Source: an optimization exercise on an open RTL-to-GDS flow (aim: small area and a short achievable clock period). Production flows keep margins and buffers that such runs may drop.
Function was checked by simulation only, so behaviour that the tests miss may differ from the original.
No activity file was given, so power comes from the tool's default toggle rates.

File: flow/config.mk
export PLATFORM = sky130hd
export DESIGN_NAME = BLOCK_ULA_OPS
export DESIGN_NICKNAME = BLOCK_ULA_OPS
export VERILOG_FILES = /design/flow/design.v
export SDC_FILE = /design/flow/constraint.sdc
export NUM_CORES = 4
export LEC_CHECK = 0
export CAP_MARGIN = 20
export CORE_MARGIN = 2
export CORE_UTILIZATION = 65
export PLACE_DENSITY = 0.75
export SETUP_SLACK_MARGIN = 0.8
export SLEW_MARGIN = 20
export SYNTH_HIERARCHICAL = 1
File: flow/constraint.sdc
create_clock -name core_clock -period 11.0 [get_ports {clk}]
set_input_delay 2.2000 -clock core_clock [delete_from_list [all_inputs] [get_ports {clk}]]
set_output_delay 2.2000 -clock core_clock [all_outputs]
set_load 0.01 [all_outputs]
File: flow/design.v
module ULA_FA (input a, input b, input c, output s, output co);
    assign s = a ^ b ^ c;
    assign co = (a & b) | (a & c) | (b & c);
endmodule
module ULA_HS (input a, input b, output s);
    assign s = ~(a ^ b);
endmodule
module ULA_HC (input a, input b, output co);
    assign co = a | b;
endmodule
module BLOCK_ULA_OPS #(
    parameter DATA_WIDTH = 8,
    parameter ADDR_WIDTH = 12,
    parameter ULA_WIDTH = 24
    ) (
        input clk,
        input [(ADDR_WIDTH-1):0] MUX_REG1_IN,                    
        input [(DATA_WIDTH-1):0] REG1_IN,
        input [(DATA_WIDTH-1):0] MUX_REG2_IN_0,  
        input [(ADDR_WIDTH-1):0] MUX_REG2_IN_1,  
        input [(ADDR_WIDTH-1):0] MUX_REG2_IN_2,  
        input [(DATA_WIDTH-1):0] REG2_IN,
        output wire [(ULA_WIDTH-1):0] ULA_OUT,
        output reg REG_COMP_OUT,
        output reg REG_OVERFLOW_OUT,
        input [1:0] SEL_MUX1,
        input [1:0] SEL_MUX2,
        input CTRL_REG_OP1, CTRL_REG_OP2,
        input CTRL_REG_OVERFLOW, CTRL_REG_COMP,
        input [3:0] SEL_ULA
    );
reg [(DATA_WIDTH-1):0] REG1_OUT, REG2_OUT;
    always @ (posedge clk)  
    begin
        if(CTRL_REG_OP1)
            REG1_OUT <= REG1_IN;
    end
    always @ (posedge clk)  
    begin
        if(CTRL_REG_OP2)
            REG2_OUT <= REG2_IN;
    end
    wire ahi = (SEL_MUX1 == 2'b01);
    wire [11:0] a12 = (SEL_MUX1 == 2'b00) ? 12'h000 :
                      (SEL_MUX1 == 2'b01) ? 12'hFFF :
                      (SEL_MUX1 == 2'b10) ? MUX_REG1_IN :
                                            {4'h0, REG1_OUT};
    wire [11:0] b12 = (SEL_MUX2 == 2'b00) ? MUX_REG2_IN_2 :
                      (SEL_MUX2 == 2'b01) ? MUX_REG2_IN_1 :
                      (SEL_MUX2 == 2'b10) ? {4'h0, MUX_REG2_IN_0} :
                                            {4'h0, REG2_OUT};
    wire op_mul = (SEL_ULA == 4'd2);
    wire mneg = op_mul & ahi;
    wire op_brow = (SEL_ULA == 4'd0) || (SEL_ULA == 4'd1) || (SEL_ULA == 4'd5) ||
                   (SEL_ULA == 4'd6) || (SEL_ULA == 4'd7) || (SEL_ULA == 4'd8);
    genvar gi, gj;
    wire mul_j = op_mul & (SEL_MUX1 == 2'b10);
    wire mul_r = op_mul & (SEL_MUX1 == 2'b11);
    wire [11:0] am = ({12{mul_j}} & MUX_REG1_IN) | ({12{mul_r}} & {4'h0, REG1_OUT}) |
                     {11'h000, op_brow};
    reg [3:0] tt_e, tt_o;
    reg cin;
    always @* begin
        cin = 1'b0;
        tt_e = 4'b0000;
        case (SEL_ULA)
            4'd0, 4'd4:  tt_e = 4'b1100;                    
            4'd1:        begin tt_e = 4'b0011; cin = 1'b1; end  
            4'd2:        begin tt_e = {1'b0, mneg, 1'b0, mneg}; cin = mneg; end  
            4'd6:        tt_e = 4'b1111;
            4'd7:        cin = 1'b1;
            4'd12:       tt_e = 4'b0011;                    
            4'd13:       tt_e = 4'b1000;                    
            4'd14:       tt_e = 4'b1110;                    
            4'd15:       tt_e = 4'b0110;                    
            default:     tt_e = 4'b0000;
        endcase
        tt_o = (SEL_ULA == 4'd8) ? 4'b1111 : tt_e;
    end
    wire [11:0] x;
    generate for (gi = 0; gi < 12; gi = gi + 1) begin : g_x
        wire [3:0] tt = gi[0] ? tt_o : tt_e;
        assign x[gi] = (tt[3] & a12[gi] & b12[gi]) | (tt[2] & a12[gi] & ~b12[gi]) |
                       (tt[1] & ~a12[gi] & b12[gi]) | (tt[0] & ~a12[gi] & ~b12[gi]);
    end endgenerate
    wire hf = ((SEL_ULA == 4'd0) || (SEL_ULA == 4'd4) || (SEL_ULA == 4'd14) || (SEL_ULA == 4'd15)) ? ahi :
              ((SEL_ULA == 4'd1) || (SEL_ULA == 4'd12)) ? ~ahi :
              (SEL_ULA == 4'd6) || mneg;
    wire ha = (SEL_ULA == 4'd8);
    wire [23:12] h = {12{hf}} | ({12{ha}} & 12'hAAA);
    wire [11:0] ppn [0:11];
    generate for (gi = 0; gi < 12; gi = gi + 1) begin : g_pp
        for (gj = 0; gj < 12; gj = gj + 1) begin : g_ppj
            if (gj == 1 && gi < 11)
                assign ppn[gi][gj] = ~((b12[gi] & am[gj]) | x[gi + 1]);
            else if (gj == 11 && gi > 0)
                assign ppn[gi][gj] = ~((b12[gi] & am[gj]) | h[gi + 11]);
            else
                assign ppn[gi][gj] = ~(b12[gi] & am[gj]);
        end
    end endgenerate
    wire [11:0] xn = ~x;
    wire cinn = ~cin;
    wire hn23 = ~h[23];
    wire ts_1, tc_2, ts_3, tc_4, ts_5, tc_6, ts_7, tc_8, ts_9, tc_10, ts_11, tc_12, ts_13, tc_14, ts_15, tc_16, ts_17, tc_18, ts_19, tc_20, ts_21, tc_22, ts_23, tc_24, ts_25, tc_26, ts_27, tc_28, ts_29, tc_30, ts_31, tc_32, ts_33, tc_34, ts_35, tc_36, ts_37, tc_38, ts_39, tc_40, ts_43, tc_44, ts_45, tc_46, ts_49, tc_50, ts_51, tc_52, ts_55, tc_56, ts_57, tc_58, ts_61, tc_62, ts_63, tc_64, ts_65, tc_66, ts_67, tc_68, ts_69, tc_70, ts_71, tc_72, ts_73, tc_74, ts_75, tc_76, ts_77, tc_78, ts_79, tc_80, ts_81, tc_82, ts_83, tc_84, ts_85, tc_86, ts_87, tc_88, ts_89, tc_90, ts_91, tc_92, ts_95, tc_96, ts_99, tc_100, ts_103, tc_104, ts_105, tc_106, ts_107, tc_108, ts_109, tc_110, ts_111, tc_112, ts_113, tc_114, ts_115, tc_116, ts_117, tc_118, ts_119, tc_120, ts_121, tc_122, ts_123, tc_124, ts_125, tc_126, ts_127, tc_128, ts_129, tc_130, ts_131, tc_132, ts_133, tc_134, ts_135, tc_136, ts_137, tc_138, ts_139, tc_140, ts_141, tc_142, ts_143, tc_144, ts_145, tc_146, ts_147, tc_148, ts_149, tc_150, ts_151, tc_152, ts_153, tc_154, ts_155, tc_156, ts_157, tc_158, ts_159, tc_160, ts_161, tc_162, ts_163, tc_164, ts_165, tc_166, ts_167, tc_168, ts_169, tc_170, ts_171, tc_172, ts_173, tc_174, ts_175, tc_176, ts_177, tc_178, ts_179, tc_180, ts_181, tc_182, ts_185, tc_186, ts_193, tc_194, ts_195, tc_196, ts_197, tc_198, ts_199, tc_200, ts_201, tc_202, ts_203, tc_204, ts_205, tc_206, ts_207, tc_208, ts_209, tc_210, ts_211, tc_212, ts_213, tc_214, ts_215, tc_216, ts_217, tc_218, ts_219, tc_220, ts_221, tc_222, ts_223, tc_224, ts_41, tc_42, ts_47, tc_48, ts_53, tc_54, ts_59, tc_60, ts_93, tc_94, ts_97, tc_98, ts_101, tc_102, ts_183, tc_184, ts_187, tc_188, ts_189, tc_190, ts_191, tc_192;
    ULA_FA fa0 (.a(ppn[0][9]), .b(ppn[1][8]), .c(ppn[2][7]), .s(ts_1), .co(tc_2));
    ULA_FA fa1 (.a(ppn[0][10]), .b(ppn[1][9]), .c(ppn[2][8]), .s(ts_3), .co(tc_4));
    ULA_FA fa2 (.a(ppn[3][7]), .b(ppn[4][6]), .c(ppn[5][5]), .s(ts_5), .co(tc_6));
    ULA_FA fa3 (.a(ppn[0][11]), .b(ppn[1][10]), .c(ppn[2][9]), .s(ts_7), .co(tc_8));
    ULA_FA fa4 (.a(ppn[3][8]), .b(ppn[4][7]), .c(ppn[5][6]), .s(ts_9), .co(tc_10));
    ULA_FA fa5 (.a(ppn[6][5]), .b(ppn[7][4]), .c(ppn[8][3]), .s(ts_11), .co(tc_12));
    ULA_FA fa6 (.a(ppn[2][10]), .b(ppn[3][9]), .c(ppn[4][8]), .s(ts_13), .co(tc_14));
    ULA_FA fa7 (.a(ppn[5][7]), .b(ppn[6][6]), .c(ppn[7][5]), .s(ts_15), .co(tc_16));
    ULA_FA fa8 (.a(ppn[8][4]), .b(ppn[9][3]), .c(ppn[10][2]), .s(ts_17), .co(tc_18));
    ULA_FA fa9 (.a(ppn[3][10]), .b(ppn[4][9]), .c(ppn[5][8]), .s(ts_19), .co(tc_20));
    ULA_FA fa10 (.a(ppn[6][7]), .b(ppn[7][6]), .c(ppn[8][5]), .s(ts_21), .co(tc_22));
    ULA_FA fa11 (.a(ppn[4][10]), .b(ppn[5][9]), .c(ppn[6][8]), .s(ts_23), .co(tc_24));
    ULA_FA fa12 (.a(ppn[0][6]), .b(ppn[1][5]), .c(ppn[2][4]), .s(ts_25), .co(tc_26));
    ULA_FA fa13 (.a(ppn[0][7]), .b(ppn[1][6]), .c(ppn[2][5]), .s(ts_27), .co(tc_28));
    ULA_FA fa14 (.a(ppn[3][4]), .b(ppn[4][3]), .c(ppn[5][2]), .s(ts_29), .co(tc_30));
    ULA_FA fa15 (.a(ppn[0][8]), .b(ppn[1][7]), .c(ppn[2][6]), .s(ts_31), .co(tc_32));
    ULA_FA fa16 (.a(ppn[3][5]), .b(ppn[4][4]), .c(ppn[5][3]), .s(ts_33), .co(tc_34));
    ULA_FA fa17 (.a(ppn[6][2]), .b(ppn[8][0]), .c(ppn[7][1]), .s(ts_35), .co(tc_36));
    ULA_FA fa18 (.a(ppn[3][6]), .b(ppn[4][5]), .c(ppn[5][4]), .s(ts_37), .co(tc_38));
    ULA_FA fa19 (.a(ppn[6][3]), .b(ppn[7][2]), .c(ppn[9][0]), .s(ts_39), .co(tc_40));
    ULA_FA fa20 (.a(ppn[6][4]), .b(ppn[7][3]), .c(ppn[8][2]), .s(ts_43), .co(tc_44));
    ULA_FA fa21 (.a(ppn[10][0]), .b(tc_2), .c(ts_3), .s(ts_45), .co(tc_46));
    ULA_FA fa22 (.a(ppn[9][2]), .b(ppn[11][0]), .c(tc_4), .s(ts_49), .co(tc_50));
    ULA_FA fa23 (.a(tc_6), .b(ts_7), .c(ts_9), .s(ts_51), .co(tc_52));
    ULA_FA fa24 (.a(ppn[11][1]), .b(ppn[1][11]), .c(tc_8), .s(ts_55), .co(tc_56));
    ULA_FA fa25 (.a(tc_10), .b(tc_12), .c(ts_13), .s(ts_57), .co(tc_58));
    ULA_FA fa26 (.a(ppn[9][4]), .b(ppn[10][3]), .c(ppn[11][2]), .s(ts_61), .co(tc_62));
    ULA_FA fa27 (.a(ppn[2][11]), .b(tc_14), .c(tc_16), .s(ts_63), .co(tc_64));
    ULA_FA fa28 (.a(tc_18), .b(ts_19), .c(ts_21), .s(ts_65), .co(tc_66));
    ULA_FA fa29 (.a(ppn[7][7]), .b(ppn[8][6]), .c(ppn[9][5]), .s(ts_67), .co(tc_68));
    ULA_FA fa30 (.a(ppn[10][4]), .b(ppn[11][3]), .c(ppn[3][11]), .s(ts_69), .co(tc_70));
    ULA_FA fa31 (.a(tc_20), .b(tc_22), .c(ts_23), .s(ts_71), .co(tc_72));
    ULA_FA fa32 (.a(ppn[5][10]), .b(ppn[6][9]), .c(ppn[7][8]), .s(ts_73), .co(tc_74));
    ULA_FA fa33 (.a(ppn[8][7]), .b(ppn[9][6]), .c(ppn[10][5]), .s(ts_75), .co(tc_76));
    ULA_FA fa34 (.a(ppn[11][4]), .b(ppn[4][11]), .c(tc_24), .s(ts_77), .co(tc_78));
    ULA_FA fa35 (.a(ppn[6][10]), .b(ppn[7][9]), .c(ppn[8][8]), .s(ts_79), .co(tc_80));
    ULA_FA fa36 (.a(ppn[9][7]), .b(ppn[10][6]), .c(ppn[11][5]), .s(ts_81), .co(tc_82));
    ULA_FA fa37 (.a(ppn[7][10]), .b(ppn[8][9]), .c(ppn[9][8]), .s(ts_83), .co(tc_84));
    ULA_FA fa38 (.a(ppn[0][4]), .b(ppn[1][3]), .c(ppn[2][2]), .s(ts_85), .co(tc_86));
    ULA_FA fa39 (.a(ppn[0][5]), .b(ppn[1][4]), .c(ppn[2][3]), .s(ts_87), .co(tc_88));
    ULA_FA fa40 (.a(ppn[3][2]), .b(ppn[5][0]), .c(ppn[4][1]), .s(ts_89), .co(tc_90));
    ULA_FA fa41 (.a(ppn[3][3]), .b(ppn[4][2]), .c(ppn[6][0]), .s(ts_91), .co(tc_92));
    ULA_FA fa42 (.a(ppn[7][0]), .b(tc_26), .c(ts_27), .s(ts_95), .co(tc_96));
    ULA_FA fa43 (.a(tc_28), .b(tc_30), .c(ts_31), .s(ts_99), .co(tc_100));
    ULA_FA fa44 (.a(tc_32), .b(tc_34), .c(ts_37), .s(ts_103), .co(tc_104));
    ULA_FA fa45 (.a(ts_39), .b(tc_36), .c(ts_41), .s(ts_105), .co(tc_106));
    ULA_FA fa46 (.a(tc_38), .b(tc_40), .c(ts_43), .s(ts_107), .co(tc_108));
    ULA_FA fa47 (.a(ts_45), .b(tc_42), .c(ts_47), .s(ts_109), .co(tc_110));
    ULA_FA fa48 (.a(tc_44), .b(ts_49), .c(tc_46), .s(ts_111), .co(tc_112));
    ULA_FA fa49 (.a(ts_51), .b(tc_48), .c(ts_53), .s(ts_113), .co(tc_114));
    ULA_FA fa50 (.a(tc_50), .b(ts_55), .c(tc_52), .s(ts_115), .co(tc_116));
    ULA_FA fa51 (.a(ts_57), .b(ts_59), .c(tc_54), .s(ts_117), .co(tc_118));
    ULA_FA fa52 (.a(ts_61), .b(tc_56), .c(tc_58), .s(ts_119), .co(tc_120));
    ULA_FA fa53 (.a(tc_60), .b(ts_63), .c(ts_65), .s(ts_121), .co(tc_122));
    ULA_FA fa54 (.a(tc_62), .b(ts_67), .c(ts_69), .s(ts_123), .co(tc_124));
    ULA_FA fa55 (.a(tc_64), .b(tc_66), .c(ts_71), .s(ts_125), .co(tc_126));
    ULA_FA fa56 (.a(tc_68), .b(ts_73), .c(ts_75), .s(ts_127), .co(tc_128));
    ULA_FA fa57 (.a(tc_70), .b(ts_77), .c(tc_72), .s(ts_129), .co(tc_130));
    ULA_FA fa58 (.a(ppn[5][11]), .b(tc_74), .c(tc_76), .s(ts_131), .co(tc_132));
    ULA_FA fa59 (.a(ts_79), .b(ts_81), .c(tc_78), .s(ts_133), .co(tc_134));
    ULA_FA fa60 (.a(ppn[10][7]), .b(ppn[11][6]), .c(ppn[6][11]), .s(ts_135), .co(tc_136));
    ULA_FA fa61 (.a(tc_80), .b(tc_82), .c(ts_83), .s(ts_137), .co(tc_138));
    ULA_FA fa62 (.a(ppn[8][10]), .b(ppn[9][9]), .c(ppn[10][8]), .s(ts_139), .co(tc_140));
    ULA_FA fa63 (.a(ppn[11][7]), .b(ppn[7][11]), .c(tc_84), .s(ts_141), .co(tc_142));
    ULA_FA fa64 (.a(ppn[9][10]), .b(ppn[10][9]), .c(ppn[11][8]), .s(ts_143), .co(tc_144));
    ULA_FA fa65 (.a(ppn[0][3]), .b(ppn[1][2]), .c(ppn[3][0]), .s(ts_145), .co(tc_146));
    ULA_FA fa66 (.a(ppn[4][0]), .b(ts_85), .c(ppn[3][1]), .s(ts_147), .co(tc_148));
    ULA_FA fa67 (.a(tc_86), .b(ts_87), .c(ts_89), .s(ts_149), .co(tc_150));
    ULA_FA fa68 (.a(tc_88), .b(ts_91), .c(tc_90), .s(ts_151), .co(tc_152));
    ULA_FA fa69 (.a(tc_92), .b(ts_95), .c(tc_94), .s(ts_153), .co(tc_154));
    ULA_FA fa70 (.a(tc_96), .b(ts_99), .c(tc_98), .s(ts_155), .co(tc_156));
    ULA_FA fa71 (.a(tc_100), .b(ts_103), .c(tc_102), .s(ts_157), .co(tc_158));
    ULA_FA fa72 (.a(tc_104), .b(ts_107), .c(tc_106), .s(ts_159), .co(tc_160));
    ULA_FA fa73 (.a(tc_108), .b(ts_111), .c(tc_110), .s(ts_161), .co(tc_162));
    ULA_FA fa74 (.a(tc_112), .b(ts_115), .c(ts_117), .s(ts_163), .co(tc_164));
    ULA_FA fa75 (.a(tc_116), .b(ts_119), .c(ts_121), .s(ts_165), .co(tc_166));
    ULA_FA fa76 (.a(ts_123), .b(tc_120), .c(tc_122), .s(ts_167), .co(tc_168));
    ULA_FA fa77 (.a(ts_127), .b(tc_124), .c(ts_129), .s(ts_169), .co(tc_170));
    ULA_FA fa78 (.a(tc_128), .b(ts_131), .c(ts_133), .s(ts_171), .co(tc_172));
    ULA_FA fa79 (.a(ts_135), .b(tc_132), .c(ts_137), .s(ts_173), .co(tc_174));
    ULA_FA fa80 (.a(ts_139), .b(tc_136), .c(ts_141), .s(ts_175), .co(tc_176));
    ULA_FA fa81 (.a(ppn[8][11]), .b(tc_140), .c(ts_143), .s(ts_177), .co(tc_178));
    ULA_FA fa82 (.a(ppn[10][10]), .b(ppn[11][9]), .c(ppn[9][11]), .s(ts_179), .co(tc_180));
    ULA_FA fa83 (.a(ppn[0][0]), .b(xn[0]), .c(cinn), .s(ts_181), .co(tc_182));
    ULA_FA fa84 (.a(ppn[0][2]), .b(ppn[2][0]), .c(ppn[1][1]), .s(ts_185), .co(tc_186));
    ULA_FA fa85 (.a(ts_93), .b(ts_151), .c(tc_150), .s(ts_193), .co(tc_194));
    ULA_FA fa86 (.a(ts_97), .b(tc_152), .c(ts_153), .s(ts_195), .co(tc_196));
    ULA_FA fa87 (.a(tc_154), .b(ts_155), .c(ts_101), .s(ts_197), .co(tc_198));
    ULA_FA fa88 (.a(tc_156), .b(ts_105), .c(ts_157), .s(ts_199), .co(tc_200));
    ULA_FA fa89 (.a(ts_109), .b(tc_158), .c(ts_159), .s(ts_201), .co(tc_202));
    ULA_FA fa90 (.a(ts_113), .b(tc_160), .c(ts_161), .s(ts_203), .co(tc_204));
    ULA_FA fa91 (.a(tc_114), .b(tc_162), .c(ts_163), .s(ts_205), .co(tc_206));
    ULA_FA fa92 (.a(tc_118), .b(ts_165), .c(tc_164), .s(ts_207), .co(tc_208));
    ULA_FA fa93 (.a(ts_125), .b(tc_166), .c(ts_167), .s(ts_209), .co(tc_210));
    ULA_FA fa94 (.a(tc_126), .b(tc_168), .c(ts_169), .s(ts_211), .co(tc_212));
    ULA_FA fa95 (.a(tc_130), .b(ts_171), .c(tc_170), .s(ts_213), .co(tc_214));
    ULA_FA fa96 (.a(tc_134), .b(ts_173), .c(tc_172), .s(ts_215), .co(tc_216));
    ULA_FA fa97 (.a(tc_138), .b(ts_175), .c(tc_174), .s(ts_217), .co(tc_218));
    ULA_FA fa98 (.a(tc_142), .b(ts_177), .c(tc_176), .s(ts_219), .co(tc_220));
    ULA_FA fa99 (.a(tc_144), .b(ts_179), .c(tc_178), .s(ts_221), .co(tc_222));
    ULA_FA fa100 (.a(ppn[11][10]), .b(ppn[10][11]), .c(tc_180), .s(ts_223), .co(tc_224));
    ULA_HS ha0s (.a(ts_1), .b(ppn[8][1]), .s(ts_41));
    ULA_HC ha0c (.a(ts_1), .b(ppn[8][1]), .co(tc_42));
    ULA_HS ha1s (.a(ts_5), .b(ppn[9][1]), .s(ts_47));
    ULA_HC ha1c (.a(ts_5), .b(ppn[9][1]), .co(tc_48));
    ULA_HS ha2s (.a(ts_11), .b(ppn[10][1]), .s(ts_53));
    ULA_HC ha2c (.a(ts_11), .b(ppn[10][1]), .co(tc_54));
    ULA_HS ha3s (.a(ts_15), .b(ts_17), .s(ts_59));
    ULA_HC ha3c (.a(ts_15), .b(ts_17), .co(tc_60));
    ULA_HS ha4s (.a(ts_25), .b(ppn[5][1]), .s(ts_93));
    ULA_HC ha4c (.a(ts_25), .b(ppn[5][1]), .co(tc_94));
    ULA_HS ha5s (.a(ts_29), .b(ppn[6][1]), .s(ts_97));
    ULA_HC ha5c (.a(ts_29), .b(ppn[6][1]), .co(tc_98));
    ULA_HS ha6s (.a(ts_33), .b(ts_35), .s(ts_101));
    ULA_HC ha6c (.a(ts_33), .b(ts_35), .co(tc_102));
    ULA_HS ha7s (.a(ppn[1][0]), .b(ppn[0][1]), .s(ts_183));
    ULA_HC ha7c (.a(ppn[1][0]), .b(ppn[0][1]), .co(tc_184));
    ULA_HS ha8s (.a(ts_145), .b(ppn[2][1]), .s(ts_187));
    ULA_HC ha8c (.a(ts_145), .b(ppn[2][1]), .co(tc_188));
    ULA_HS ha9s (.a(tc_146), .b(ts_147), .s(ts_189));
    ULA_HC ha9c (.a(tc_146), .b(ts_147), .co(tc_190));
    ULA_HS ha10s (.a(tc_148), .b(ts_149), .s(ts_191));
    ULA_HC ha10c (.a(tc_148), .b(ts_149), .co(tc_192));
    wire [23:0] row1 = {(hn23), tc_224, tc_222, tc_220, tc_218, tc_216, tc_214, tc_212, tc_210, tc_208, tc_206, tc_204, tc_202, tc_200, tc_198, tc_196, tc_194, tc_192, tc_190, tc_188, tc_186, tc_184, tc_182, ts_181};
    wire [23:0] row2 = {1'b1, ppn[11][11], ts_223, ts_221, ts_219, ts_217, ts_215, ts_213, ts_211, ts_209, ts_207, ts_205, ts_203, ts_201, ts_199, ts_197, ts_195, ts_193, ts_191, ts_189, ts_187, ts_185, ts_183, 1'b1};
    wire [23:0] cp = row1 ^ row2;
    wire [23:0] cg = row1 & row2;
    wire ag1 = cg[1] | (cp[1] & (cg[0] | cp[0]));
    wire ag2 = cg[3] | (cp[3] & cg[2]);
    wire ap2 = cp[3] & cp[2];
    wire ag3 = cg[5] | (cp[5] & cg[4]);
    wire ap3 = cp[5] & cp[4];
    wire ag4 = cg[7] | (cp[7] & cg[6]);
    wire ap4 = cp[7] & cp[6];
    wire ag5 = cg[2] | (cp[2] & ag1);
    wire ag6 = ag2 | (ap2 & ag1);
    wire ag7 = cg[6] | (cp[6] & ag3);
    wire ap7 = cp[6] & ap3;
    wire ag8 = ag4 | (ap4 & ag3);
    wire ap8 = ap4 & ap3;
    wire ag9 = cg[4] | (cp[4] & ag6);
    wire ag10 = ag3 | (ap3 & ag6);
    wire ag11 = ag7 | (ap7 & ag6);
    wire ag12 = ag8 | (ap8 & ag6);
    wire ag13 = cg[9] | (cp[9] & cg[8]);
    wire ap13 = cp[9] & cp[8];
    wire ag14 = cg[11] | (cp[11] & cg[10]);
    wire ap14 = cp[11] & cp[10];
    wire ag15 = cg[13] | (cp[13] & cg[12]);
    wire ap15 = cp[13] & cp[12];
    wire ag16 = cg[15] | (cp[15] & cg[14]);
    wire ap16 = cp[15] & cp[14];
    wire ag17 = cg[17] | (cp[17] & cg[16]);
    wire ap17 = cp[17] & cp[16];
    wire ag18 = cg[19] | (cp[19] & cg[18]);
    wire ap18 = cp[19] & cp[18];
    wire ag19 = cg[21] | (cp[21] & cg[20]);
    wire ap19 = cp[21] & cp[20];
    wire ag20 = cg[10] | (cp[10] & ag13);
    wire ap20 = cp[10] & ap13;
    wire ag21 = ag14 | (ap14 & ag13);
    wire ap21 = ap14 & ap13;
    wire ag22 = cg[14] | (cp[14] & ag15);
    wire ap22 = cp[14] & ap15;
    wire ag23 = ag16 | (ap16 & ag15);
    wire ap23 = ap16 & ap15;
    wire ag24 = cg[18] | (cp[18] & ag17);
    wire ap24 = cp[18] & ap17;
    wire ag25 = ag18 | (ap18 & ag17);
    wire ap25 = ap18 & ap17;
    wire ag26 = cg[22] | (cp[22] & ag19);
    wire ap26 = cp[22] & ap19;
    wire ag27 = cg[12] | (cp[12] & ag21);
    wire ap27 = cp[12] & ap21;
    wire ag28 = ag15 | (ap15 & ag21);
    wire ap28 = ap15 & ap21;
    wire ag29 = ag22 | (ap22 & ag21);
    wire ap29 = ap22 & ap21;
    wire ag30 = ag23 | (ap23 & ag21);
    wire ap30 = ap23 & ap21;
    wire ag31 = cg[20] | (cp[20] & ag25);
    wire ap31 = cp[20] & ap25;
    wire ag32 = ag19 | (ap19 & ag25);
    wire ap32 = ap19 & ap25;
    wire ag33 = ag26 | (ap26 & ag25);
    wire ap33 = ap26 & ap25;
    wire ag34 = cg[16] | (cp[16] & ag30);
    wire ap34 = cp[16] & ap30;
    wire ag35 = ag17 | (ap17 & ag30);
    wire ap35 = ap17 & ap30;
    wire ag36 = ag24 | (ap24 & ag30);
    wire ap36 = ap24 & ap30;
    wire ag37 = ag25 | (ap25 & ag30);
    wire ap37 = ap25 & ap30;
    wire ag38 = ag31 | (ap31 & ag30);
    wire ap38 = ap31 & ap30;
    wire ag39 = ag32 | (ap32 & ag30);
    wire ap39 = ap32 & ap30;
    wire ag40 = ag33 | (ap33 & ag30);
    wire ap40 = ap33 & ap30;
    wire ag41 = cg[8] | (cp[8] & ag12);
    wire ag42 = ag13 | (ap13 & ag12);
    wire ag43 = ag20 | (ap20 & ag12);
    wire ag44 = ag21 | (ap21 & ag12);
    wire ag45 = ag27 | (ap27 & ag12);
    wire ag46 = ag28 | (ap28 & ag12);
    wire ag47 = ag29 | (ap29 & ag12);
    wire ag48 = ag30 | (ap30 & ag12);
    wire ag49 = ag34 | (ap34 & ag12);
    wire ag50 = ag35 | (ap35 & ag12);
    wire ag51 = ag36 | (ap36 & ag12);
    wire ag52 = ag37 | (ap37 & ag12);
    wire ag53 = ag38 | (ap38 & ag12);
    wire ag54 = ag39 | (ap39 & ag12);
    wire ag55 = ag40 | (ap40 & ag12);
    wire [23:0] res;
    assign res[0] = cp[0];
    assign res[1] = ~(cp[1] ^ (cg[0] | cp[0]));
    assign res[2] = ~(cp[2] ^ ag1);
    assign res[3] = ~(cp[3] ^ ag5);
    assign res[4] = ~(cp[4] ^ ag6);
    assign res[5] = ~(cp[5] ^ ag9);
    assign res[6] = ~(cp[6] ^ ag10);
    assign res[7] = ~(cp[7] ^ ag11);
    assign res[8] = ~(cp[8] ^ ag12);
    assign res[9] = ~(cp[9] ^ ag41);
    assign res[10] = ~(cp[10] ^ ag42);
    assign res[11] = ~(cp[11] ^ ag43);
    assign res[12] = ~(cp[12] ^ ag44);
    assign res[13] = ~(cp[13] ^ ag45);
    assign res[14] = ~(cp[14] ^ ag46);
    assign res[15] = ~(cp[15] ^ ag47);
    assign res[16] = ~(cp[16] ^ ag48);
    assign res[17] = ~(cp[17] ^ ag49);
    assign res[18] = ~(cp[18] ^ ag50);
    assign res[19] = ~(cp[19] ^ ag51);
    assign res[20] = ~(cp[20] ^ ag52);
    assign res[21] = ~(cp[21] ^ ag53);
    assign res[22] = ~(cp[22] ^ ag54);
    assign res[23] = ~(cp[23] ^ ag55);
    assign ULA_OUT = res;
    wire [12:0] blt, bgt;
    assign blt[0] = 1'b0;
    assign bgt[0] = 1'b0;
    generate for (gi = 0; gi < 12; gi = gi + 1) begin : g_cmp
        assign blt[gi + 1] = (~b12[gi] & a12[gi]) | (~b12[gi] & blt[gi]) | (a12[gi] & blt[gi]);
        assign bgt[gi + 1] = (b12[gi] & ~a12[gi]) | (b12[gi] & bgt[gi]) | (~a12[gi] & bgt[gi]);
    end endgenerate
    wire comp = (SEL_ULA == 4'd9)  ? (~ahi & ~blt[12] & ~bgt[12]) :
                (SEL_ULA == 4'd10) ? (ahi | blt[12]) :
                (SEL_ULA == 4'd11) ? (~ahi & bgt[12]) :
                1'b0;
    wire ovf = ((SEL_ULA == 4'd0) || (SEL_ULA == 4'd2)) && (|ULA_OUT[23:8]);
    always @ (posedge clk)   
    begin
        if(CTRL_REG_COMP)
            REG_COMP_OUT <= comp;
    end
    always @ (posedge clk)  
    begin
        if(CTRL_REG_OVERFLOW)
            REG_OVERFLOW_OUT <= ovf;
    end
endmodule
File: flow/flow/run.sh
#!/bin/bash
# The standard layout, with the port buffers that buffer_ports inserts made
# sky130_fd_sc_hd__buf_1 instead of the cell it picks on its own.
set -euo pipefail
bash standard.sh BUFFER_PORTS_ARGS="-buffer_cell sky130_fd_sc_hd__buf_1" finish > standard_make.log 2>&1
File: flow/standard.sh
#!/bin/bash
# synth_recipe.tcl (not shown) runs the flow's synth.tcl, then flattens the netlist and writes it again
# the make line also repeats each setting of config.mk as NAME=value (left out here)
make -C /OpenROAD-flow-scripts/flow DESIGN_CONFIG=/design/flow/config.mk WORK_HOME=/design/flow/orfs CLKGATE_MAP_FILE= SYNTH_SCRIPT=/design/flow/synth_recipe.tcl "${@:-finish}"
==> results of run 1 <==
-- critical path, stage by stage --
cell	delay, ns
buf_1	0.47
mux4_2	0.63
nand2_1	0.15
fa_1	0.59
fa_1	0.45
fa_1	0.46
fa_1	0.51
fa_1	0.41
ha_1	0.23
or3_1	0.39
o211ai_1	0.19
a21oi_2	0.16
o21a_1	0.22
o21a_1	0.19
nor2_1	0.11
xor2_1	0.20
buf_1	0.17
-- flip-flops by register name (all words and copies together) (netlist names) --
name	flops
REG1_OUT	8
REG2_OUT	8
REG_COMP_OUT	1
REG_OVERFLOW_OUT	1
-- final cells by class --
cell class / instances / area (um^2)
Sequential cell: 18 / 540.5
Clock buffer: 3 / 41.29
Clock inverter: 1 / 3.754
Timing Repair Buffer: 119 / 533.0
Inverter: 16 / 60.06
Tap cell: 108 / 135.1
Fill cell: 680 / 2282
Multi-Input combinational cell: 597 / 5125
-- cell usage in the layout (no fill, tap or decap), types with 3 or more instances in the layout --
cell	instances
nand2_1	165
fa_1	104
buf_1	95
a21oi_1	48
nor2_1	37
ha_1	22
o21ai_0	21
buf_4	20
edfxtp_1	18
xnor2_1	18
inv_1	16
a21o_1	12
mux2i_1	12
nor3_1	12
xor2_1	11
or2_1	11
o22ai_1	10
mux4_2	10
o221ai_1	8
a31oi_1	7
nor2b_1	6
o21ai_1	6
a21boi_0	6
a211oi_1	5
nand2b_1	5
o21a_1	5
or3_1	4
nand3_1	4
or2_2	4
and3_1	3
a211o_1	3
o211ai_1	3
or4_1	3
a221oi_1	3
and2_4	3
clkbuf_8	3
clkbuf_2	3
-- where the power goes --
group,leakage [nW],switching (W),total (W),internal [W]
registers,0.177,0.00000208,0.0000836,0.0000815
clock network,0.0231,0.0000224,0.0000472,0.0000248
logic,1.61,0.000212,0.000345,0.000133
total,1.81,0.000237,0.000476,0.000239
-- final timing paths --
path	end	slack, ns	cells after the start
min reg2reg	REG_COMP_OUT	1.17	4
min	REG_COMP_OUT	1.17	4
max reg2reg	REG_OVERFLOW_OUT	4.23	18
max	ULA_OUT[21]	1.05	17
-- cell families (layout without fill, tap and decap cells) --
group	Yosys count	count (layout)
XOR/XNOR	29	29
adder cells (fa/ha/maj)	127	127
AND/OR/NAND/NOR	266	266
multiplexers	22	22
AO/OA/AOI/OAI	153	153
flip-flops	18	18
buffers and inverters	58	139
-- modules after synthesis, one instance, submodules excluded --
module / times used / flops+latches / cells inside
ULA_HC: 11 / 0 / 1
ULA_HS: 11 / 0 / 1
ULA_FA: 101 / 0 / 1
BLOCK_ULA_OPS: 1 / 18 / 550
-- stage by stage --
step | utilization, % | instance area (um^2) | hold slack [ns] | setup WS [ns] | instances
after global routing | 73.83 | 6439 | 1.238 | 0.8271 | 862
final | 73.83 | 6439 | 1.170 | 1.049 | 862
after floorplan | - | 5831 | 0.8996 | 1.463 | 673
after global placement | 72.61 | 6332 | 1.121 | 0.7141 | 858
after detailed placement | 72.61 | 6332 | 1.110 | 0.6304 | 858
after CTS | 73.23 | 6386 | 1.128 | 0.8346 | 862
-- metal layers --
layer	vias up	global-route usage, %	part of all wire, %
met2	355	60.75	50
met3	64	3.617	9.5
met4	0	14.12	4.0
met1	2721	47.12	37
li1	2477	-	-
met5	-	0	0
==> flow_results.org, run 1 <==
** Clocking
- Gates resized during post-CTS repair numbered 3.
- Clock latency reported for the late side of the worst-skew pair :: 0.25 ns
- In this run the post-CTS setup repair buffer count came out at 0.
- TritonCTS created 3 clock buffers.
- Cell at the root of the clock tree :: clkbuf_8
- TritonCTS clock tree :: yes
- CTS built an H-tree with a depth of 1.
- Cts-stage hold buffer count :: 0
- After clock tree synthesis, the clock-pin slew on the worst setup and hold paths is 0.07 ns.
- Count of clock tree sinks :: 18
- Counting along the longest clock path gives a buffer depth of 2.

** Synthesis
- Multiplexer cells account for 5.923% of the synthesized area.
- Synthesized-area fraction occupied by ao, oa, aoi and oai cells :: 16.52%
- Counting flops with an async set or reset pin after synthesis yields a share of 0%.
- When the netlist entered floorplanning its net count stood at 872.
- Sequential fraction of the synthesis area :: 9.270%
- Syn_area_per_cell :: 8.664 um^2
- Top-area cell type share of the netlist area :: 35.71%
- Of the total synthesized cell area, the portion taken by full adders, half adders and majority gates is 40.60%.
- Library cells used by synthesis :: 49
- Cell type with the largest total area after synthesis :: fa_1
- Count of state elements after synthesis :: 18
- Counting flops with a built-in enable in the synthesized netlist gives 18.
- Top post-synthesis cells by area :: fa_1, nand2_1, edfxtp_1
- Commonest cells in the synthesized netlist :: nand2_1, fa_1, a21oi_1, clkbuf_1, nor2_1
- Largest family of logic cells by synthesized area :: adder cells
- For this run, the leading register cell type out of synthesis is edfxtp_1.
- For this run, the number of Yosys warnings is 7.
- In the post-synthesis netlist, the cell with the most instances is nand2_1.
- The cell count after synthesis came out at 673.
- Cell Area, Synth :: 5831 um^2
- Of the total synthesized cell area, the portion taken by AND, OR, NAND and NOR gates is 19.57%.
- Share of the synthesized netlist area taken by xor and xnor gates :: 4.356%

** Run status
- Run status :: timing/DRC/antenna clean

** Die
- Initial Util :: 66.86%
- Number of I/O pins :: 99
- The floorplan step set the die height to 98.71 um.
- In this run the horizontal extent of the chip is 98.71 um.
- Number of standard-cell rows in the floorplan :: 34
- The floorplan step defined a core boundary enclosing 8721 um^2.
- The die covers 9744 um^2.

** Placed design
- The wire-length estimate of the detail-placed layout is 12810 um.
- Final Wtd Congestion :: 0.9967
- Count of port buffers added during placement :: 98

** Global routing
- GRT Total Usage :: 35.57%
- Wire length of the first global-routing pass :: 27740 um
- The number of global-route vias before repair was 5805.
- The initial antenna violation count is 0.
- Summed over all layers, the global routing overflow is 0.
- Entering global routing, the biggest net connects 25 pins.

** Cells and area
- The net count of the finished layout is 954.
- 0 antenna diodes ended up in the layout.
- Relative to the synthesized area, the layout overhead comes to 10.43%.
- Fraction of final layout cells sized beyond drive strength 1 :: 7.294%

** Setup path
- Worst Setup Start Kind :: input port
- STA puts the critical path data required time at 8.80 ns.
- Crit Path Class :: in -> out
- Worst setup path startpoint :: SEL_MUX2[1]
- Endpoint kind of the worst setup timing path :: output pin
- RR Startpoint :: REG2_OUT[4]
- Largest driver fanout on the critical path :: 18
- Data arrival time of the worst path :: 7.75 ns

** Detailed routing
- Post-detailed-route DRC marker count :: 0
- The count of nets left with antenna violations once routing finished came out at 0.
- For this block, the initial DRC count from the detailed router was 378.
- Using the TritonRoute via totals, the vias-per-cell ratio works out to 6.516.
- In the final routed layout, each cell accounts on average for 19.15 um.
- Total Routed Length :: 16510 um
- Detailed-route via count :: 5617
- Number of detailed-routing iterations run before antenna repair :: 5

** Timing
- Final TNS setup :: 0 ns
- Final-report hold violation count :: 0
- Setup violations remaining at the end of the flow were counted as 0.
- Counting I/O delays and the setup requirement, the final critical path takes 9.951 ns.
- Final Skew :: 0.001942 ns
- At the pin with the least slew margin, the transition time is 0.7700 ns.
- Max-slew violation count :: 0
- For this run, the top clock speed supported by timing is 100.5 MHz.
- The worst path uses 90.46% of the clock period.
- The worst pin sits at a relative slew slack of 48.13%.
- RSZ-0062 raised after global routing :: no

** Hold path
- Worst min-delay path class :: reg -> reg
- Hold Startpoint :: REG1_OUT[7]

** Power and ir drop
- Peak supply drop :: 96.59 uV
- Summing internal, switching and leakage power gives 0.0004759 W.
- For this design the static power due to leakage is 1.810 nW.
- In this run the power density over the cells is 73.91 nW/um^2.

** Run
- Max-cap violations in this run came to 0.
==> inputs of run 2 (changes only) <==
--- a/flow/config.mk
+++ b/flow/config.mk
@@ -9,6 +9,6 @@
 export CORE_MARGIN = 2
 export CORE_UTILIZATION = 65
 export PLACE_DENSITY = 0.75
-export SETUP_SLACK_MARGIN = 0.8
+export SETUP_SLACK_MARGIN = 0.9
 export SLEW_MARGIN = 20
 export SYNTH_HIERARCHICAL = 1
==> run 2 against run 1 <==
  * Flip-flop and latch count did not move
  * Area after synthesis did not move
  * Critical path depth is 5 higher
  * First-iteration DRC count is 7.4% higher
  * Global-route usage about the same
  * Largest power group unchanged
==> flow_results.org, run 2 <==
** Clocking
- The total of hold buffers inserted after clock tree synthesis is 0 (unchanged).
- TritonCTS clock tree :: yes (unchanged)
- CTS H-Tree Depth :: 1 (unchanged)
- Cell at the root of the clock tree :: clkbuf_8 (unchanged)
- Number of clock buffers inserted by TritonCTS :: 3 (unchanged)
- Clock latency reported for the late side of the worst-skew pair :: 0.25 ns (about the same)
- The clock slew at the register clock pins of the worst setup and hold paths was 0.07 ns (about the same).
- Count of clock tree sinks :: 18 (unchanged)
- Buffer depth of the longest clock path :: 2 (unchanged)

** Die
- The horizontal extent of the die is 98.71 um (unchanged).
- Number of standard-cell rows in the floorplan :: 34 (unchanged)
- Total die area :: 9744 um^2 (unchanged)
- Number of I/O pins :: 99 (unchanged)
- The initial core utilization was 66.86% (unchanged).
- The chip height was 98.71 um (unchanged).
- The total core area is 8721 um^2 (unchanged).

** Timing
- The total negative slack came to 0 ns (unchanged).
- The slew at the pin with the worst max-slew slack came to 0.7719 ns (was 0.7700 ns).
- Portion of the clock cycle consumed by the worst path in the final layout :: 89.56% (was 90.46%)
- Max-slew violation count :: 0 (unchanged)
- The final hold violation count was 0 (unchanged).
- RSZ-0062 raised after global routing: no (unchanged).
- Tightest slew margin relative to the limit :: 48.00% (was 48.13%)
- The clock period minus worst slack was 9.852 ns (was 9.951 ns).
- F_max :: 101.5 MHz (was 100.5 MHz)
- Number of failing setup endpoints in the final timing report :: 0 (unchanged)
- Final Skew :: 0.0008883 ns (was 0.001942 ns)

** Power and ir drop
- Lkg Pwr :: 1.829 nW (was 1.810 nW)
- Cell Pwr Density :: 73.89 nW/um^2 (was 73.91 nW/um^2)
- Peak supply drop :: 95.92 uV (was 96.59 uV)

** Setup path
- Endpoint kind of the worst setup timing path :: output pin (unchanged)
- The setup slack of the worst register-to-register path came to 4.29 ns (was 4.23 ns).
- Crit Path Class :: in -> out (unchanged)
- Cell family with the largest share of critical-path delay :: adder cells (unchanged)
- Largest incremental delay on the critical path :: 0.51 ns (was 0.63 ns)
- CP max-delay cell :: fa_1 (was mux4_2)
- The biggest fanout along the worst timing path came to 23 (was 18).
- Worst Setup Start Kind :: input port (unchanged)
- The data arrival time at the worst-slack endpoint is 7.65 ns (was 7.75 ns).
- The worst reg2reg path depth is 18 (unchanged).
- The most frequent cell on the critical path was fa_1 (unchanged).
- The capture point of the worst reg-to-reg path was REG_OVERFLOW_OUT (unchanged).
- Critical path buffers and inverters :: 5 (was 2)
- Cells along the critical path :: buf_1, buf_6, inv_1, nor2_2, nand3_2, a21oi_1, buf_4, nand2_1, fa_1, fa_1, fa_1, fa_1, fa_1, ha_1, or3_1, o211ai_1, a21oi_2, o21a_1, o21a_1, nor2_1, xor2_1, buf_1 (was buf_1, mux4_2, nand2_1, fa_1, fa_1, fa_1, fa_1, fa_1, ha_1, or3_1, o211ai_1, a21oi_2, o21a_1, o21a_1, nor2_1, xor2_1, buf_1)
- The data required time at the worst endpoint was 8.80 ns (about the same).
- RR Startpoint :: REG2_OUT[4] (unchanged)

** Global routing
- Antenna violations before repair :: 0 (unchanged)
- The number of global-route vias before repair was 5819 (was 5805).
- Largest net degree at the start of global routing :: 25 (unchanged)
- Total congestion overflow :: 0 (unchanged)
- GRT Total Usage :: 35.54% (was 35.57%)
- The wire length of the first global-routing pass was 27720 um (was 27740 um).

** Synthesis
- The cell type contributing the most total cell area after synthesis is fa_1 (unchanged).
- The post-synth net total is 872 (unchanged).
- Syn. warnings :: 7 (unchanged)
- Top post-synthesis cells by area: fa_1, nand2_1, edfxtp_1 (unchanged).
- The fraction of synthesized cell area taken by the top area cell type came to 35.71% (unchanged).
- Number of synthesized flops with an enable pin :: 18 (unchanged)
- Cell Area, Synth :: 5831 um^2 (unchanged)
- The mean post-synth cell area came to 8.664 um^2 (unchanged).
- Async set-reset flop share out of synthesis :: 0% (unchanged)
- Number of instances in the synthesized netlist :: 673 (unchanged)
- The number of distinct library cells after synthesis is 49 (unchanged).
- Most used DFF post-synth :: edfxtp_1 (unchanged)
- Count of state elements after synthesis :: 18 (unchanged)
- The most frequently used cell type in the post-synthesis netlist was nand2_1 (unchanged).
- The post-synthesis sequential area ratio is 9.270% (unchanged).
- Commonest cells in the synthesized netlist: nand2_1, fa_1, a21oi_1, clkbuf_1, nor2_1 (unchanged).

** Cells and area
- Area Overhead vs Synth :: 11.16% (was 10.43%)
- Fraction of final layout cells sized beyond drive strength 1 :: 8.311% (was 7.294%)
- The net count of the finished layout came to 958 (was 954).
- Top flop regs :: REG1_OUT: 8 flops, REG2_OUT: 8 flops (unchanged)
- Fill cell count :: 679 (was 680)
- Number of inserted diodes :: 0 (unchanged)
- Commonest cells after routing, fill and taps aside: nand2_1, fa_1, buf_1, a21oi_1, nor2_1 (unchanged).
- Commonest non-fill, non-tap cell in the layout :: nand2_1 (unchanged)
- Total non-filler cell area in the finished layout :: 6481 um^2 (was 6439 um^2)

** Detailed routing
- The aggregate routed wire length is 16610 um (was 16510 um).
- The number of design rule violations left after detail routing was 0 (unchanged).
- Via density per instance :: 6.497 (was 6.516)
- Number of DRC markers after the initial detailed-route iteration :: 406 (was 378)
- Detailed-route via count :: 5626 (was 5617)
- The number of antenna-violating nets in the routed design is 0 (unchanged).
- Detailed-route wire length per cell :: 19.17 um (was 19.15 um)
- The detailed-routing iteration count for the pre-antenna-repair pass came to 6 (was 5).

** Placed design
- Final Wtd Congestion :: 0.9967 (unchanged)
- The placement-stage cell area was 6332 um^2 (unchanged).
- Count of port buffers added during placement :: 98 (unchanged)
- The estimated wirelength of the detail-placed design was 12810 um (unchanged).

** Run status
- Run status :: timing/DRC/antenna clean (unchanged)

** Hold path
- Count of cells along the worst hold path :: 4 (unchanged)
- Hold Startpoint :: REG1_OUT[7] (unchanged)
- The hold path endpoint is REG_COMP_OUT (unchanged).
- The class of the tightest hold or removal check was reg -> reg (unchanged).

** Run
- Number of max-capacitance violations reported :: 0 (unchanged)
[run 2: power breakdown]
part           leakage [nW]   total, W  internal (W)  switching [W]
Combinational          1.63   0.000348      0.000135       0.000213
Clock                0.0231  0.0000475     0.0000248      0.0000226
Sequential            0.177  0.0000835     0.0000815     0.00000205
Total                  1.83   0.000479      0.000241       0.000238
[run 2: worst max-delay path by stage]
stage                startpoint          end  slack, ns  cells past startpoint
floorplan           SEL_MUX1[1]  ULA_OUT[21]       1.46                     19
global placement    SEL_MUX1[1]  ULA_OUT[21]       0.71                     20
detailed placement  SEL_MUX1[1]  ULA_OUT[21]       0.63                     22
CTS                  SEL_ULA[3]  ULA_OUT[21]       0.90                     19
global route         SEL_ULA[1]  ULA_OUT[21]       0.90                     22
finish               SEL_ULA[1]  ULA_OUT[21]       1.15                     22
[run 2: kinds of logic (layout without fill, tap and decap cells)]
logic type	after synthesis	in the layout	synth area share (%)
simple gates	266	266	19.57
compound gates	153	153	16.52
fa+ha+maj	127	127	40.60
buf+inv	58	143	3.755
xor+xnor	29	29	4.356
mux	22	22	5.923
flops	18	18	9.270
[run 2: timing repair]
action | in CTS | in global routing
buffers inserted | 0 | 4
gates resized for setup | 4 | 23
pin swaps | 0 | 1
endpoints found under the setup margin | 10 | 11
[run 2: layout make-up]
cell class	count	area, um^2	area share, %
multi-input combinational	597	5137	79.27
timing repair buffer	123	563.0	8.687
sequential	18	540.5	8.340
tap	108	135.1	2.085
inverter	16	60.06	0.9266
clock buffer	3	41.29	0.6371
clock inverter	1	3.754	0.05792
[run 2: metrics by stage]
step           setup slack [ns]  hold WS (ns)  utilization [%]  std cells  power [W]
2_1_floorplan             1.463        0.8996                -        673  0.0003239
3_3_place_gp             0.7141         1.121            72.61        858  0.0004112
3_5_place_dp             0.6304         1.110            72.61        858  0.0004222
4_1_cts                  0.9019         1.128            73.24        862  0.0004705
5_1_grt                  0.8967         1.238            74.32        866  0.0005167
6_report                  1.148         1.178            74.32        866  0.0004789
[run 2: worst min-delay path: stages (launching register included)]
cell and delay (ns):
edfxtp_1 0.36, o21ai_1 0.22, a21oi_1 0.17, o21ai_0 0.13
o32ai_1 0.15
[run 2: per-layer routing]
| layer | GRT usage, % | routed length (um) |
|---|---|---|
| met4 | 14.65 | 599 |
| met5 | 0 | 0 |
| met1 | 46.93 | 6239 |
| met3 | 3.901 | 1425 |
| met2 | 60.39 | 8341 |
[run 2: modules after synthesis, one instance, submodules excluded]
module	cell area (um^2)	cells
BLOCK_ULA_OPS	3643	550
ULA_FA	20.02	1
ULA_HC	6.256	1
ULA_HS	8.758	1
==> inputs of run 3 (changes only) <==
--- a/flow/config.mk
+++ b/flow/config.mk
@@ -7,8 +7,8 @@
 export LEC_CHECK = 0
 export CAP_MARGIN = 20
 export CORE_MARGIN = 2
-export CORE_UTILIZATION = 65
-export PLACE_DENSITY = 0.75
+export CORE_UTILIZATION = 45
+export PLACE_DENSITY = 0.65
 export SETUP_SLACK_MARGIN = 0.9
 export SLEW_MARGIN = 20
 export SYNTH_HIERARCHICAL = 1
==> run 3 against run 2 <==
  * Routed wire length increased by 4.4%
  * Non-clock buffer count increased by 6
  * Combinational power about the same
  * Sequential power about the same
  * Sequential share of layout area decreased by 0.17 points
  * Largest power group unchanged
  * Highest routed layer unchanged
==> flow_results.org, run 3 <==
** Run status
- Run status: timing/DRC/antenna clean (unchanged).

** Synthesis
- Most used DFF post-synth :: edfxtp_1 (unchanged)
- Sequential fraction of the synthesis area :: 9.270% (unchanged)
- The post-synth net total is 872 (unchanged).
- The number of distinct library cells after synthesis was 49 (unchanged).
- Top-area cell type share of the netlist area :: 35.71% (unchanged)
- Top post-synthesis cells by area :: fa_1, nand2_1, edfxtp_1 (unchanged)
- The most frequently used cell type in the post-synthesis netlist was nand2_1 (unchanged).
- Number of synthesized flops with an enable pin :: 18 (unchanged)
- The flip-flop and latch count after synthesis was 18 (unchanged).
- The cell type contributing the most total cell area after synthesis is fa_1 (unchanged).
- Syn. warnings :: 7 (unchanged)
- Commonest cells in the synthesized netlist :: nand2_1, fa_1, a21oi_1, clkbuf_1, nor2_1 (unchanged)
- The synthesized instance count came to 673 (unchanged).
- Cell Area, Synth :: 5831 um^2 (unchanged)
- Async set-reset flop share out of synthesis :: 0% (unchanged)
- Syn_area_per_cell :: 8.664 um^2 (unchanged)

** Die
- The I/O pin total came to 99 (unchanged).
- DIE HEIGHT :: 117.8 um (was 98.71 um)
- The initial core utilization came to 46.20% (was 66.86%).
- The count of standard-cell rows is 41 (was 34).
- The floorplan die area is 13880 um^2 (was 9744 um^2).
- The horizontal extent of the die is 117.8 um (was 98.71 um).
- CORE AREA :: 12620 um^2 (was 8721 um^2)

** Clocking
- The CTS root buffer is clkbuf_16 (was clkbuf_8).
- CTS H-Tree Depth :: 1 (unchanged)
- The clock latency reported for the late side of the worst-skew pair is 0.25 ns (about the same).
- The clock tree from TritonCTS was yes (unchanged).
- The total of hold buffers inserted after clock tree synthesis is 0 (unchanged).
- The TritonCTS buffer count came to 3 (unchanged).
- The maximum count of clock buffers along a single path was 2 (unchanged).
- Count of clock tree sinks :: 18 (unchanged)
- Register clock-pin slew on the reported worst setup and hold paths :: 0.05 ns (was 0.07 ns)

** Setup path
- Largest incremental delay on the critical path :: 0.58 ns (was 0.51 ns)
- Cells along the critical path :: buf_1, mux4_2, nand2_1, fa_1, fa_1, fa_1, fa_1, fa_1, ha_1, or3_1, o211ai_1, a21oi_4, o21a_1, o21a_1, nor2_1, xor2_1, buf_1 (was buf_1, buf_6, inv_1, nor2_2, nand3_2, a21oi_1, buf_4, nand2_1, fa_1, fa_1, fa_1, fa_1, fa_1, ha_1, or3_1, o211ai_1, a21oi_2, o21a_1, o21a_1, nor2_1, xor2_1, buf_1)
- The data required time at the worst endpoint is 8.80 ns (about the same).
- Critical path buffers and inverters :: 2 (was 5)
- Endpoint kind of the worst setup timing path :: output pin (unchanged)
- The largest delay contributor family on the critical path was adder cells (unchanged).
- The data arrival time at the worst-slack endpoint is 7.58 ns (was 7.65 ns).
- CP max-delay cell :: mux4_2 (was fa_1)
- The launching element type of the critical path is an input port (unchanged).
- Largest driver fanout on the critical path :: 16 (was 23)
- Crit Path Class :: in -> out (unchanged)
- Most frequent cell on the critical path :: fa_1 (unchanged)

** Cells and area
- The post-layout utilization of the core is 52.43% (was 74.32%).
- The register cell area after layout is 540.5 um^2 (unchanged).
- The total area of multi-input combinational cells was 5117 um^2 (was 5137 um^2).
- Fraction of final layout cells sized beyond drive strength 1 :: 8.115% (was 8.311%)
- Top flop regs: REG1_OUT: 8 flops, REG2_OUT: 8 flops (unchanged).
- Commonest cells after routing, fill and taps aside: nand2_1, fa_1, buf_1, a21oi_1, nor2_1 (unchanged).
- The net count of the finished layout is 964 (was 958).
- Total non-filler cell area in the finished layout :: 6616 um^2 (was 6481 um^2)
- The count of antenna diodes in the layout is 0 (unchanged).
- Fill cell count :: 1261 (was 679)
- The most common cell after layout, fill and taps aside is nand2_1 (unchanged).
- Area Overhead vs Synth :: 13.48% (was 11.16%)

** Timing
- The final hold violation count was 0 (unchanged).
- The max-slew headroom at the worst pin came to 42.01% (was 48.00%).
- Setup WS post-layout :: 1.223 ns (was 1.148 ns)
- Max-slew violation count :: 0 (unchanged)
- The clock period minus worst slack is 9.777 ns (was 9.852 ns).
- Slew of the pin with the lowest slew margin :: 0.8698 ns (was 0.7719 ns)
- RSZ-0062 raised after global routing: no (unchanged).
- The fraction of the cycle the final worst path needs came to 88.88% (was 89.56%).
- Final TNS setup :: 0 ns (unchanged)
- The final number of setup-violating endpoints was 0 (unchanged).
- The maximum achievable frequency is 102.3 MHz (was 101.5 MHz).
- Final Hold Slack :: 1.222 ns (was 1.178 ns)
- The final setup skew is 0.002615 ns (was 0.0008883 ns).

** Placed design
- Post-place setup slack :: 0.8796 ns (was 0.6304 ns)
- The placement-stage cell area came to 6442 um^2 (was 6332 um^2).
- Final Wtd Congestion :: 0.9416 (was 0.9967)
- The estimated wirelength of the detail-placed design is 13600 um (was 12810 um).
- Count of port buffers added during placement :: 98 (unchanged)

** Power and ir drop
- The cell leakage power was 1.871 nW (was 1.829 nW).
- Cell Pwr Density :: 76.39 nW/um^2 (was 73.89 nW/um^2)
- Peak supply drop :: 79.66 uV (was 95.92 uV)

** Hold path
- The class of the tightest hold or removal check was reg -> reg (unchanged).

** Detailed routing
- The detailed-route vias per instance came to 5.905 (was 6.497).
- The detailed-routing iteration count for the pre-antenna-repair pass is 5 (was 6).
- The routed length per instance is 18.53 um (was 19.17 um).
- The initial DRC count is 429 (was 406).
- Detailed-route via count :: 5527 (was 5626)
- Total Routed Length :: 17340 um (was 16610 um)
- The number of antenna-violating nets in the routed design came to 0 (unchanged).
- Post-detailed-route DRC marker count :: 0 (unchanged)

** Global routing
- The initial antenna violation count is 0 (unchanged).
- The total routing resource utilization after global routing came to 25.58% (was 35.54%).
- Number of global-route vias before repair :: 5818 (was 5819)
- Largest net degree at the start of global routing :: 23 (was 25)
- Wire length of the first global-routing pass :: 28720 um (was 27720 um)
- The sum of overflow across all layers after global routing was 0 (unchanged).

** Run
- The number of max-cap violations was 0 (unchanged).
==> run 3: final timing paths <==
check / start / to / slack [ns] / cells after the start
setup / recovery: SEL_MUX2[1] / ULA_OUT[21] / 1.22 / 17
hold / removal: REG1_OUT[7] / REG_COMP_OUT / 1.22 / 4
setup reg to reg: REG2_OUT[4] / REG_OVERFLOW_OUT / 4.16 / 18
hold reg to reg: REG1_OUT[7] / REG_COMP_OUT / 1.22 / 4
==> run 3: final cells by class <==
| class | instances | area share (%) |
|---|---|---|
| clock inverter | 1 | 0.05673 |
| tap | 172 | 3.253 |
| timing repair buffer | 129 | 9.134 |
| multi-input combinational | 597 | 77.34 |
| inverter | 16 | 0.9077 |
| sequential | 18 | 8.169 |
| clock buffer | 3 | 1.135 |
==> run 3: per-module statistics from Yosys (local to each module, per instance) <==
module         copies in the design  area (um^2)  cells
ULA_HS                           11        8.758      1
ULA_HC                           11        6.256      1
ULA_FA                          101        20.02      1
BLOCK_ULA_OPS                     1         3643    550
==> run 3: kinds of logic (layout without fill, tap and decap cells) <==
family	count (synthesis)	after routing	share of synthesized area, %
AO/OA/AOI/OAI	153	153	16.52
AND/OR/NAND/NOR	266	266	19.57
buffers and inverters	58	149	3.755
multiplexers	22	22	5.923
flip-flops	18	18	9.270
XOR/XNOR	29	29	4.356
adder cells (fa/ha/maj)	127	127	40.60
==> run 3: timing repair <==
item	in CTS	in global routing
setup endpoints to repair	1	11
setup buffers	2	4
gates resized for setup	0	18
pin swaps	1	0
==> run 3: stage by stage <==
step | instances | total power (W)
after floorplan | 673 | 0.0003239
after global placement | 926 | 0.0004223
after detailed placement | 926 | 0.0004303
after CTS | 932 | 0.0005039
after global routing | 936 | 0.0005503
final | 936 | 0.0005054
==> run 3: worst reg2reg max path, cell delays in order (launching register included) <==
cell,delay (ns)
edfxtp_1,0.37
mux4_2,0.71
nand2_1,0.15
o221ai_1,0.11
a31oi_1,0.24
fa_1,0.47
fa_1,0.47
xnor2_1,0.15
ha_1,0.34
and3_1,0.20
a211oi_1,0.47
nand2_1,0.20
a21o_1,0.23
a21oi_1,0.19
fa_1,0.47
or4_1,0.54
or4_1,0.50
or4_1,0.48
o31a_1,0.29
==> run 3: where the power goes <==
group | switching (W) | internal (W) | total, W
Combinational | 0.000214 | 0.000136 | 0.000350
Sequential | 0.00000201 | 0.0000816 | 0.0000836
Clock | 0.0000233 | 0.0000483 | 0.0000716
==> run 3: routing by layer <==
metal	share of wire (%)	global-route usage (%)
met1	40	33.05
met5	0	0
met4	3.5	8.133
met3	7.6	3.731
met2	49	44.30
==> inputs of run 4 (changes only) <==
--- a/flow/config.mk
+++ b/flow/config.mk
@@ -7,8 +7,8 @@
 export LEC_CHECK = 0
 export CAP_MARGIN = 20
 export CORE_MARGIN = 2
-export CORE_UTILIZATION = 45
-export PLACE_DENSITY = 0.65
+export CORE_UTILIZATION = 55
+export PLACE_DENSITY = 0.7
 export SETUP_SLACK_MARGIN = 0.9
 export SLEW_MARGIN = 20
 export SYNTH_HIERARCHICAL = 1
==> run 4 against run 3 <==
  * Critical path type unchanged
  * Clock skew rose by 0.0012 ns
  * Highest routed layer unchanged
  * Sequential share of layout area rose by 0.12 points
  * Clock power fell by about 40%
  * Hold slack got worse by 0.054 ns
  * Total power fell by 7.0%
  * Die area fell by 18%
  * Area after synthesis did not move
  * Routed wire length fell by 3.9%
  * Largest power group unchanged
==> flow_results.org, run 4 <==
** Setup path
- The data arrival time at the worst-slack endpoint is 7.60 ns (was 7.58 ns).
- The data required time at the worst endpoint is 8.80 ns (about the same).
- The setup slack of the worst register-to-register path is 4.27 ns (was 4.16 ns).
- The biggest fanout along the worst timing path came to 17 (was 16).
- The launching element type of the critical path is an input port (unchanged).
- Endpoint kind of the worst setup timing path :: output pin (unchanged)
- Destination of the worst register-to-register timing path :: REG_OVERFLOW_OUT (unchanged)
- RR Startpoint :: REG2_OUT[4] (unchanged)
- Worst Reg-to-Reg Cells :: 18 (unchanged)
- Crit Path Class :: in -> out (unchanged)

** Cells and area
- Final cell utilization of the core :: 63.14% (was 52.43%)
- Fill cell count :: 929 (was 1261)
- Top flop regs: REG1_OUT: 8 flops, REG2_OUT: 8 flops (unchanged).
- Commonest cells after routing, fill and taps aside :: nand2_1, fa_1, buf_1, a21oi_1, nor2_1 (unchanged)
- Area Overhead vs Synth :: 11.80% (was 13.48%)
- The net count of the finished layout was 960 (was 964).
- Number of inserted diodes :: 0 (unchanged)
- The final non-filler cell total is 895 (was 936).
- Commonest non-fill, non-tap cell in the layout :: nand2_1 (unchanged)
- Fraction of final layout cells sized beyond drive strength 1 :: 8.300% (was 8.115%)

** Detailed routing
- The initial DRC count is 357 (was 429).
- The detailed-route via count came to 5539 (was 5527).
- Total Routed Length :: 16660 um (was 17340 um)
- The routed length per instance is 18.62 um (was 18.53 um).
- The detailed-route vias per instance came to 6.189 (was 5.905).
- Post-detailed-route DRC marker count :: 0 (unchanged)
- The detailed-routing iteration count for the pre-antenna-repair pass was 5 (unchanged).
- Antenna Nets Post-Route :: 0 (unchanged)

** Global routing
- The number of global-route vias before repair was 5573 (was 5818).
- GRT Total Usage :: 30.04% (was 25.58%)
- The initial antenna violation count is 0 (unchanged).
- The sum of overflow across all layers after global routing is 0 (unchanged).
- The largest net degree at the start of global routing came to 23 (unchanged).
- The wire length of the first global-routing pass came to 26830 um (was 28720 um).

** Run
- Number of max-capacitance violations reported :: 0 (unchanged)

** Clocking
- The number of sinks driven by the clock tree is 18 (unchanged).
- Buffer depth of the longest clock path :: 2 (unchanged)
- Cts-stage hold buffer count :: 0 (unchanged)
- The clock tree from TritonCTS was yes (unchanged).
- Cell at the root of the clock tree :: clkbuf_8 (was clkbuf_16)
- Clock latency reported for the late side of the worst-skew pair :: 0.24 ns (was 0.25 ns)
- Number of clock buffers inserted by TritonCTS :: 3 (unchanged)
- The clock slew at the register clock pins of the worst setup and hold paths came to 0.06 ns (was 0.05 ns).
- The number of H-tree levels was 1 (unchanged).

** Synthesis
- Most used DFF post-synth :: edfxtp_1 (unchanged)
- Cell type with the largest total area after synthesis :: fa_1 (unchanged)
- Library cells used by synthesis :: 49 (unchanged)
- The total standard cell area after synthesis came to 5831 um^2 (unchanged).
- Number of instances in the synthesized netlist :: 673 (unchanged)
- Async set-reset flop share out of synthesis :: 0% (unchanged)
- Cell with the most instances after synthesis :: nand2_1 (unchanged)
- Syn. warnings :: 7 (unchanged)
- Top post-synthesis cells by area :: fa_1, nand2_1, edfxtp_1 (unchanged)
- The number of flops mapped to enable cells by yosys came to 18 (unchanged).
- The flip-flop and latch count after synthesis came to 18 (unchanged).
- The mean post-synth cell area was 8.664 um^2 (unchanged).
- Top-area cell type share of the netlist area :: 35.71% (unchanged)
- Net count after synthesis :: 872 (unchanged)
- Commonest cells in the synthesized netlist :: nand2_1, fa_1, a21oi_1, clkbuf_1, nor2_1 (unchanged)
- The post-synthesis sequential area ratio was 9.270% (unchanged).

** Timing
- Final TNS setup :: 0 ns (unchanged)
- F_max :: 102.1 MHz (was 102.3 MHz)
- The slew at the pin with the worst max-slew slack was 0.7639 ns (was 0.8698 ns).
- Tightest slew margin relative to the limit :: 48.53% (was 42.01%)
- Number of failing setup endpoints in the final timing report :: 0 (unchanged)
- RSZ-0062 raised after global routing :: no (unchanged)
- Time the worst path needs with I/O delays and setup :: 9.799 ns (was 9.777 ns)
- Max-slew violation count :: 0 (unchanged)
- The final hold violation count is 0 (unchanged).
- The final setup skew is 0.003824 ns (was 0.002615 ns).
- Portion of the clock cycle consumed by the worst path in the final layout :: 89.08% (was 88.88%)

** Die
- The count of standard-cell rows came to 37 (was 41).
- The horizontal extent of the die was 107.0 um (was 117.8 um).
- The floorplan die area was 11440 um^2 (was 13880 um^2).
- Number of I/O pins :: 99 (unchanged)
- DIE HEIGHT :: 107.0 um (was 117.8 um)
- The total core area came to 10320 um^2 (was 12620 um^2).
- Initial Util :: 56.48% (was 46.20%)

** Hold path
- Hold Startpoint :: REG1_OUT[7] (unchanged)
- WHS Endpoint :: REG_COMP_OUT (unchanged)
- The class of the tightest hold or removal check is reg -> reg (unchanged).
- Count of cells along the worst hold path :: 4 (unchanged)

** Placed design
- The number of buffer cells added on primary ports is 98 (unchanged).
- Final Wtd Congestion :: 0.9431 (was 0.9416)
- The estimated wirelength of the detail-placed design came to 13140 um (was 13600 um).
- Cell total after placement :: 889 (was 926)

** Power and ir drop
- Lkg Pwr :: 1.843 nW (was 1.871 nW)
- Total power consumption of the routed design :: 0.0004701 W (was 0.0005054 W)
- The worst supply voltage drop on vdd came to 85.55 uV (was 79.66 uV).
- The power per cell area came to 72.11 nW/um^2 (was 76.39 nW/um^2).

** Run status
- Run status :: timing/DRC/antenna clean (unchanged)
run 4: final cells by class:
cell class                      count  area, um^2  area share [%]
Inverter                           16       60.06          0.9213
Clock buffer                        3       41.29          0.6334
Timing Repair Buffer              125       579.3           8.887
Multi-Input combinational cell    597        5127           78.66
Sequential cell                    18       540.5           8.292
Tap cell                          136       170.2           2.610
run 4: worst max-delay path: stages:
cell     delay, ns
buf_1         0.45
mux4_2        0.64
nand2_1       0.18
fa_1          0.58
fa_1          0.44
fa_1          0.51
fa_1          0.43
fa_1          0.46
ha_1          0.33
a21oi_1       0.14
o21ai_0       0.22
or2_2         0.35
o22ai_1       0.19
nor2b_1       0.08
nor2_1        0.11
xnor2_1       0.12
buf_1         0.16
run 4: routing by layer:
metal | GRT usage [%] | up-vias | part of all wire, %
li1 | - | 2493 | -
met1 | 39.45 | 2729 | 39
met2 | 53.73 | 279 | 51
met3 | 2.553 | 38 | 7.5
met4 | 7.885 | 0 | 2.4
met5 | 0 | - | 0
run 4: timing repair:
item | CTS | global route
gates resized for setup | 3 | 19
setup endpoints to repair | 2 | 11
pin swaps | 0 | 0
buffers inserted | 0 | 3
run 4: modules after synthesis (local to each module, per instance):
module	times used	cells inside
ULA_HS	11	1
ULA_HC	11	1
ULA_FA	101	1
BLOCK_ULA_OPS	1	550
run 4: worst max-delay path by stage:
stage,from,endpoint,cells after the start
floorplan,SEL_MUX1[1],ULA_OUT[21],19
detailed placement,SEL_MUX1[1],ULA_OUT[18],19
global placement,SEL_ULA[2],ULA_OUT[18],19
finish,SEL_MUX2[1],ULA_OUT[18],17
global route,SEL_MUX2[1],ULA_OUT[18],17
CTS,SEL_ULA[3],ULA_OUT[18],19
run 4: cell families (layout without fill, tap and decap cells):
| group | Yosys count | in the layout | synth area share, % |
|---|---|---|---|
| AOI/OAI and AO/OA | 153 | 153 | 16.52 |
| xor gates and xnor gates | 29 | 29 | 4.356 |
| adders and majority gates | 127 | 127 | 40.60 |
| buffers and inverters | 58 | 144 | 3.755 |
| DFF | 18 | 18 | 9.270 |
| muxes | 22 | 22 | 5.923 |
| and+or+nand+nor | 266 | 266 | 19.57 |
run 4: through the flow:
stage | area (um^2) | worst slack (ns) | hold WS (ns)
floorplan | 5831 | 1.463 | 0.8996
global placement | 6390 | 0.9414 | 1.108
detailed placement | 6390 | 0.8534 | 1.122
CTS | 6440 | 0.8995 | 1.141
global route | 6519 | 0.9047 | 1.230
finish | 6519 | 1.201 | 1.168
run 4: power by group:
group | switching (W) | internal (W) | leakage, nW
combinational | 0.000209 | 0.000134 | 1.64
sequential | 0.00000216 | 0.0000816 | 0.177
clock | 0.0000185 | 0.0000242 | 0.0216

Setup slack of run 4, layout unchanged: 1.201 ns with ideal ports, 1.175 ns with driving cells assumed (clock clkbuf_16, inputs buf_2), 1.175 ns with port delays also shifted by the 0.264 ns mid clock arrival.
